This is an optimization exercise on Yosys and OpenROAD, whose aim is small area, not a production implementation.
The RTL was checked by simulation tests, not by an equivalence proof against the original design.
Power figures rest on the tool's default switching activity, not on a simulated workload.

==> inputs of 05-07 <==
==> flow/design.v (excerpt) <==
module ping_pong_buffer #(
    parameter int DATA_WIDTH = 16,
    parameter int BUFFER_SIZE = 32
) (
    input  logic                  clk,
    input  logic                  rst,
    input  logic                  write_en,
    input  logic [DATA_WIDTH-1:0] write_data,
    output logic                  write_full,
    input  logic                  read_en,
    output logic [DATA_WIDTH-1:0] read_data,
    output logic                  read_empty,
    output logic                  current_write_buffer,
    output logic                  current_read_buffer
);
==> module ping_pong_buffer, before the edit <==
module ping_pong_buffer #(
    parameter int DATA_WIDTH = 16,
    parameter int BUFFER_SIZE = 32
) (
    input  logic                  clk,
    input  logic                  rst,
    input  logic                  write_en,
    input  logic [DATA_WIDTH-1:0] write_data,
    output logic                  write_full,
    input  logic                  read_en,
    output logic [DATA_WIDTH-1:0] read_data,
    output logic                  read_empty,
    output logic                  current_write_buffer,
    output logic                  current_read_buffer
);
    localparam int AW = $clog2(BUFFER_SIZE);
    localparam int W  = DATA_WIDTH;
    localparam int N  = BUFFER_SIZE;
    logic          write_buffer;
    logic          read_buffer;
    logic [AW-1:0] write_ptr;
    logic [AW-1:0] read_ptr;
    logic [1:0]    buffer_ready;
    logic          ph;
    assign current_write_buffer = write_buffer;
    assign current_read_buffer  = read_buffer;
    wire wr = write_en && !write_full;
    wire rd = read_en && !read_empty;
    logic [N*W-1:0] bank0, bank1;
    logic [1:0]     sh, sh_n;
    logic [W-1:0]   wd;
    wire [W-1:0] src0 = sh[0] ? bank0[(N-2)*W +: W] : bank0[(N-1)*W +: W];
    wire [W-1:0] src1 = sh[1] ? bank1[(N-2)*W +: W] : bank1[(N-1)*W +: W];
    wire [W-1:0] src  = read_buffer ? src1 : src0;
    always_ff @(posedge clk or posedge rst) begin
        if (rst) begin
            write_buffer <= 0;
            read_buffer  <= 0;
            write_ptr    <= 0;
            read_ptr     <= 0;
            buffer_ready <= 2'b00;
            write_full   <= 0;
            read_empty   <= 1;
            read_data    <= 0;
            ph           <= 0;
        end else begin
            ph <= !ph;
            if (wr) begin
                write_ptr <= write_ptr + 1'b1;
                if (write_ptr == AW'(N - 1)) begin
                    buffer_ready[write_buffer] <= 1;
                    write_full <= buffer_ready[!write_buffer];
                    if (!buffer_ready[!write_buffer]) begin
                        write_buffer <= !write_buffer;
                        write_ptr    <= 0;
                    end
                end
            end else if (write_full) begin
                if (!buffer_ready[!write_buffer]) begin
                    write_full   <= 0;
                    write_buffer <= !write_buffer;
                    write_ptr    <= 0;
                end
            end
            if (rd) begin
                read_data <= src ^ {W{ph}};
                read_ptr  <= read_ptr + 1'b1;
                if (read_ptr == AW'(N - 1)) begin
                    buffer_ready[read_buffer] <= 0;
                    read_empty <= !buffer_ready[!read_buffer];
                    if (buffer_ready[!read_buffer]) begin
                        read_buffer <= !read_buffer;
                        read_ptr    <= 0;
                    end
                end
            end else if (read_empty) begin
                if (buffer_ready[read_buffer]) begin
                    read_empty <= 0;
                    read_ptr   <= 0;
                end else if (buffer_ready[!read_buffer]) begin
                    read_empty  <= 0;
                    read_buffer <= !read_buffer;
                    read_ptr    <= 0;
                end
            end
        end
    end
    always_ff @(posedge clk) begin
        sh[0]   <=  ((wr && !write_buffer) || (rd && !read_buffer));
        sh[1]   <=  ((wr &&  write_buffer) || (rd &&  read_buffer));
        sh_n[0] <= !((wr && !write_buffer) || (rd && !read_buffer));
        sh_n[1] <= !((wr &&  write_buffer) || (rd &&  read_buffer));
        wd      <= write_data ^ {W{!ph}};
    end
    always_ff @(posedge clk) begin
        bank0[0 +: W] <= ~(({W{sh_n[0]}} | wd) & ({W{sh[0]}} | bank0[0 +: W]));
        bank1[0 +: W] <= ~(({W{sh_n[1]}} | wd) & ({W{sh[1]}} | bank1[0 +: W]));
        for (int i = 1; i < N; i++) begin
            bank0[i*W +: W] <= ~(({W{sh_n[0]}} | bank0[(i-1)*W +: W]) & ({W{sh[0]}} | bank0[i*W +: W]));
            bank1[i*W +: W] <= ~(({W{sh_n[1]}} | bank1[(i-1)*W +: W]) & ({W{sh[1]}} | bank1[i*W +: W]));
        end
    end
endmodule
clock: 5.0 ns
lec_check: 0
cap_margin: 20
core_margin: 2
core_utilization: 40
slew_margin: 20
run.sh (not shown) runs the stock make flow with config.mk's settings and CLKGATE_MAP_FILE= SYNTH_SCRIPT=/design/flow/synth_recipe.tcl, a recipe that flattens the netlist after the stock synthesis.
==> inputs of 10-11, as changes to 05-07 <==
--- a/flow/design.v
+++ b/flow/design.v
@@ -31,5 +31,10 @@
     logic [W-1:0]   wd;
-    wire [W-1:0] src0 = sh[0] ? bank0[(N-2)*W +: W] : bank0[(N-1)*W +: W];
-    wire [W-1:0] src1 = sh[1] ? bank1[(N-2)*W +: W] : bank1[(N-1)*W +: W];
-    wire [W-1:0] src  = read_buffer ? src1 : src0;
+    logic [N*W-1:0] nxt0, nxt1;
+    assign nxt0[0 +: W] = ~(({W{sh_n[0]}} | wd) & ({W{sh[0]}} | bank0[0 +: W]));
+    assign nxt1[0 +: W] = ~(({W{sh_n[1]}} | wd) & ({W{sh[1]}} | bank1[0 +: W]));
+    for (genvar i = 1; i < N; i++) begin : g_stage
+        assign nxt0[i*W +: W] = ~(({W{sh_n[0]}} | bank0[(i-1)*W +: W]) & ({W{sh[0]}} | bank0[i*W +: W]));
+        assign nxt1[i*W +: W] = ~(({W{sh_n[1]}} | bank1[(i-1)*W +: W]) & ({W{sh[1]}} | bank1[i*W +: W]));
+    end
+    wire [W-1:0] src = read_buffer ? nxt1[(N-1)*W +: W] : nxt0[(N-1)*W +: W];
     always_ff @(posedge clk or posedge rst) begin
@@ -65,3 +70,3 @@
             if (rd) begin
-                read_data <= src ^ {W{ph}};
+                read_data <= src ^ {W{!ph}};
                 read_ptr  <= read_ptr + 1'b1;
@@ -95,8 +100,4 @@
     always_ff @(posedge clk) begin
-        bank0[0 +: W] <= ~(({W{sh_n[0]}} | wd) & ({W{sh[0]}} | bank0[0 +: W]));
-        bank1[0 +: W] <= ~(({W{sh_n[1]}} | wd) & ({W{sh[1]}} | bank1[0 +: W]));
-        for (int i = 1; i < N; i++) begin
-            bank0[i*W +: W] <= ~(({W{sh_n[0]}} | bank0[(i-1)*W +: W]) & ({W{sh[0]}} | bank0[i*W +: W]));
-            bank1[i*W +: W] <= ~(({W{sh_n[1]}} | bank1[(i-1)*W +: W]) & ({W{sh[1]}} | bank1[i*W +: W]));
-        end
+        bank0 <= nxt0;
+        bank1 <= nxt1;
     end
==> flow/flow/run.sh (new file) <==
#!/bin/bash
# Layout with the standard flow (standard synthesis included), changing only
# two placement/CTS choices: ports are buffered with the smallest buffer, and
# clock tree synthesis uses clkbuf_8 leaves without dummy loads.
set -euo pipefail
export BUFFER_PORTS_ARGS="-buffer_cell sky130_fd_sc_hd__buf_1"
export CTS_ARGS="-sink_clustering_enable -repair_clock_nets -dont_use_dummy_load -buf_list sky130_fd_sc_hd__clkbuf_8 -sink_clustering_size 20 -sink_clustering_max_diameter 50"
bash standard.sh > standard.log 2>&1
==> flow/standard.sh (new file) <==
#!/bin/bash
# synth_recipe.tcl (not shown) runs the flow's synth.tcl, then flattens the netlist and writes it again
# the make line also repeats each setting of config.mk as NAME=value (left out here)
make -C /OpenROAD-flow-scripts/flow DESIGN_CONFIG=/design/flow/config.mk WORK_HOME=/design/flow/orfs CLKGATE_MAP_FILE= SYNTH_SCRIPT=/design/flow/synth_recipe.tcl "${@:-finish}"
--- a/flow/config.mk
+++ b/flow/config.mk
@@ -9,3 +9,4 @@
 export CORE_MARGIN = 2
-export CORE_UTILIZATION = 40
+export CORE_UTILIZATION = 85
+export PLACE_DENSITY = 0.9
 export SLEW_MARGIN = 20
removed: flow/run.sh
==> results.toml <==
[outcome]
outcome = "no timing/DRC/antenna violations"

[pwr]
peakVddDrop_uv = 289
power.density_nw_per_um2 = 688
power.total_w = 0.0240

[grt]
grt_max_degree = 211

[sta]
fin_ws_ns = 1.99

[synth]
yosys.area.top_type_share_pct = 68.2
synth_mux_area_share_pct = 2.21

[layout]
multi_input_area_um2 = 7860
-- figures above: 05-07

==> results.toml <==
[layout]
multi_input_area_um2 = 7580

[sta]
fin_ws_ns = 2.44

[cts]
hold_buffers = 0
clkTransAtPathRegs_ns = 0.11
cts_buffers = 61

[synth]
yosys.area.top_type_share_pct = 68.7

[pwr]
power.density_nw_per_um2 = 747
peakVddDrop_uv = 559

[outcome]
outcome = "no timing/DRC/antenna violations"
-- figures above: 10-11



==> v26: inputs <==
ping_pong_buffer with an RTL version that a note above also has.
// ping_pong_buffer
module ping_pong_buffer #(
    parameter int DATA_WIDTH = 16,
    parameter int BUFFER_SIZE = 32
) (
    input  logic                  clk,
    input  logic                  rst,
    input  logic                  write_en,
    input  logic [DATA_WIDTH-1:0] write_data,
    output logic                  write_full,
    input  logic                  read_en,
    output logic [DATA_WIDTH-1:0] read_data,
    output logic                  read_empty,
    output logic                  current_write_buffer,
    output logic                  current_read_buffer
);
Settings: LEC_CHECK=0, CAP_MARGIN=20, CORE_MARGIN=2, CORE_UTILIZATION=75, PLACE_DENSITY=0.8, SLEW_MARGIN=20; clock period 5.0 ns.
standard.sh (not shown) runs the stock make flow with config.mk's settings and CLKGATE_MAP_FILE= SYNTH_SCRIPT=/design/flow/synth_recipe.tcl, a recipe that flattens the netlist after the stock synthesis.
==> flow/flow/run.sh <==
#!/bin/bash
# Layout with the standard flow (standard synthesis included), changing only
# two placement/CTS choices: ports are buffered with the smallest buffer, and
# clock tree synthesis uses clkbuf_8 leaves without dummy loads.
set -euo pipefail
export BUFFER_PORTS_ARGS="-buffer_cell sky130_fd_sc_hd__buf_1"
export CTS_ARGS="-sink_clustering_enable -repair_clock_nets -dont_use_dummy_load -buf_list sky130_fd_sc_hd__clkbuf_8 -sink_clustering_size 21 -sink_clustering_max_diameter 60"
bash standard.sh > standard.log 2>&1
==> inputs of v20, as changes to v26 <==
==> flow/run.sh (new file) <==
#!/bin/bash
# synth_recipe.tcl (not shown) runs the flow's synth.tcl, then flattens the netlist and writes it again
# the make line also repeats each setting of config.mk as NAME=value (left out here)
make -C /OpenROAD-flow-scripts/flow DESIGN_CONFIG=/design/flow/config.mk WORK_HOME=/design/flow/orfs CLKGATE_MAP_FILE= SYNTH_SCRIPT=/design/flow/synth_recipe.tcl finish
- CORE_UTILIZATION: 75 -> 60
- CTS_BUF_LIST: default -> sky130_fd_sc_hd__clkbuf_8
- CTS_CLUSTER_DIAMETER: default -> 50
- CTS_CLUSTER_SIZE: default -> 20
- PLACE_DENSITY: 0.8 -> default
removed: flow/flow/run.sh
removed: flow/standard.sh
==> inputs of v3, as changes to v26 <==
==> flow/run.sh (new file) <==
#!/bin/bash
# synth_recipe.tcl (not shown) runs the flow's synth.tcl, then flattens the netlist and writes it again
# the make line also repeats each setting of config.mk as NAME=value (left out here)
make -C /OpenROAD-flow-scripts/flow DESIGN_CONFIG=/design/flow/config.mk WORK_HOME=/design/flow/orfs CLKGATE_MAP_FILE= SYNTH_SCRIPT=/design/flow/synth_recipe.tcl finish
- CORE_UTILIZATION: 75 -> 60
- CTS_BUF_LIST: default -> sky130_fd_sc_hd__clkbuf_8
- CTS_CLUSTER_DIAMETER: default -> 80
- CTS_CLUSTER_SIZE: default -> 18
- PLACE_DENSITY: 0.8 -> default
removed: flow/flow/run.sh
removed: flow/standard.sh
==> reports/summary.txt <==
Placement-stage cell area = 30800 µm²
Sequential portion of the cell area = 68.2%
Final wirelength = 47100 µm
Leakage power total = 11.9 nW
Initial cell density of the core = 60.8%
Result of the run = complete, no violations
That was v3.
==> reports/summary.txt <==
Result of the run = complete, no violations
Placement-stage cell area = 30800 µm²
Final wirelength = 47100 µm
Sequential portion of the cell area = 67.4%
That was v20.
==> reports/summary.txt <==
Result of the run = complete, no violations
Final wirelength = 45700 µm
Tcrit/Tclk final = 51.1%
Sequential portion of the cell area = 69.8%
Initial cell density of the core = 76.2%
Placement-stage cell area = 30300 µm²
Post-synthesis net count = 2531
That was v26.

-- port drivers added, routing unchanged --
Ports are ideal in the flow. The routed layouts listed here were re-timed in OpenROAD. Step 1 (the two cells are an assumption about what drives the block):
set clk [get_ports {clk}]
set_driving_cell -lib_cell sky130_fd_sc_hd__clkbuf_16 $clk
set_driving_cell -lib_cell sky130_fd_sc_hd__buf_2 [delete_from_list [all_inputs] $clk]
Step 2 adds t to the input delays and takes it off the output delays; t is the mean of the earliest and latest rising clock arrival at the registers after step 1. Input paths then give back, and output paths get back, about the clock's delay inside the block. Three values: ideal, step 1, step 2; two values: the first two.
run | t, ns | setup slack, ns | worst hold slack (ns) | clock arrival spread, ns
05-07 | 0.690 | 1.986 / 1.926 / 2.000 | 0.432 / 0.432 / 0.432 | 0.013 / 0.013
10-11 | 0.722 | 2.445 / 2.390 / 2.534 | 0.351 / 0.319 / 0.440 | 0.057 / 0.057
v26 | 0.706 | 2.445 / 2.393 / 2.486 | 0.410 / 0.378 / 0.416 | 0.053 / 0.053
v20 | 0.713 | 2.071 / 2.017 / 2.138 | 0.435 / 0.435 / 0.435 | 0.025 / 0.026
v3 | 0.708 | 2.073 / 2.016 / 2.151 | 0.441 / 0.441 / 0.441 | 0.026 / 0.026
After both steps setup and hold are still met in every run listed.
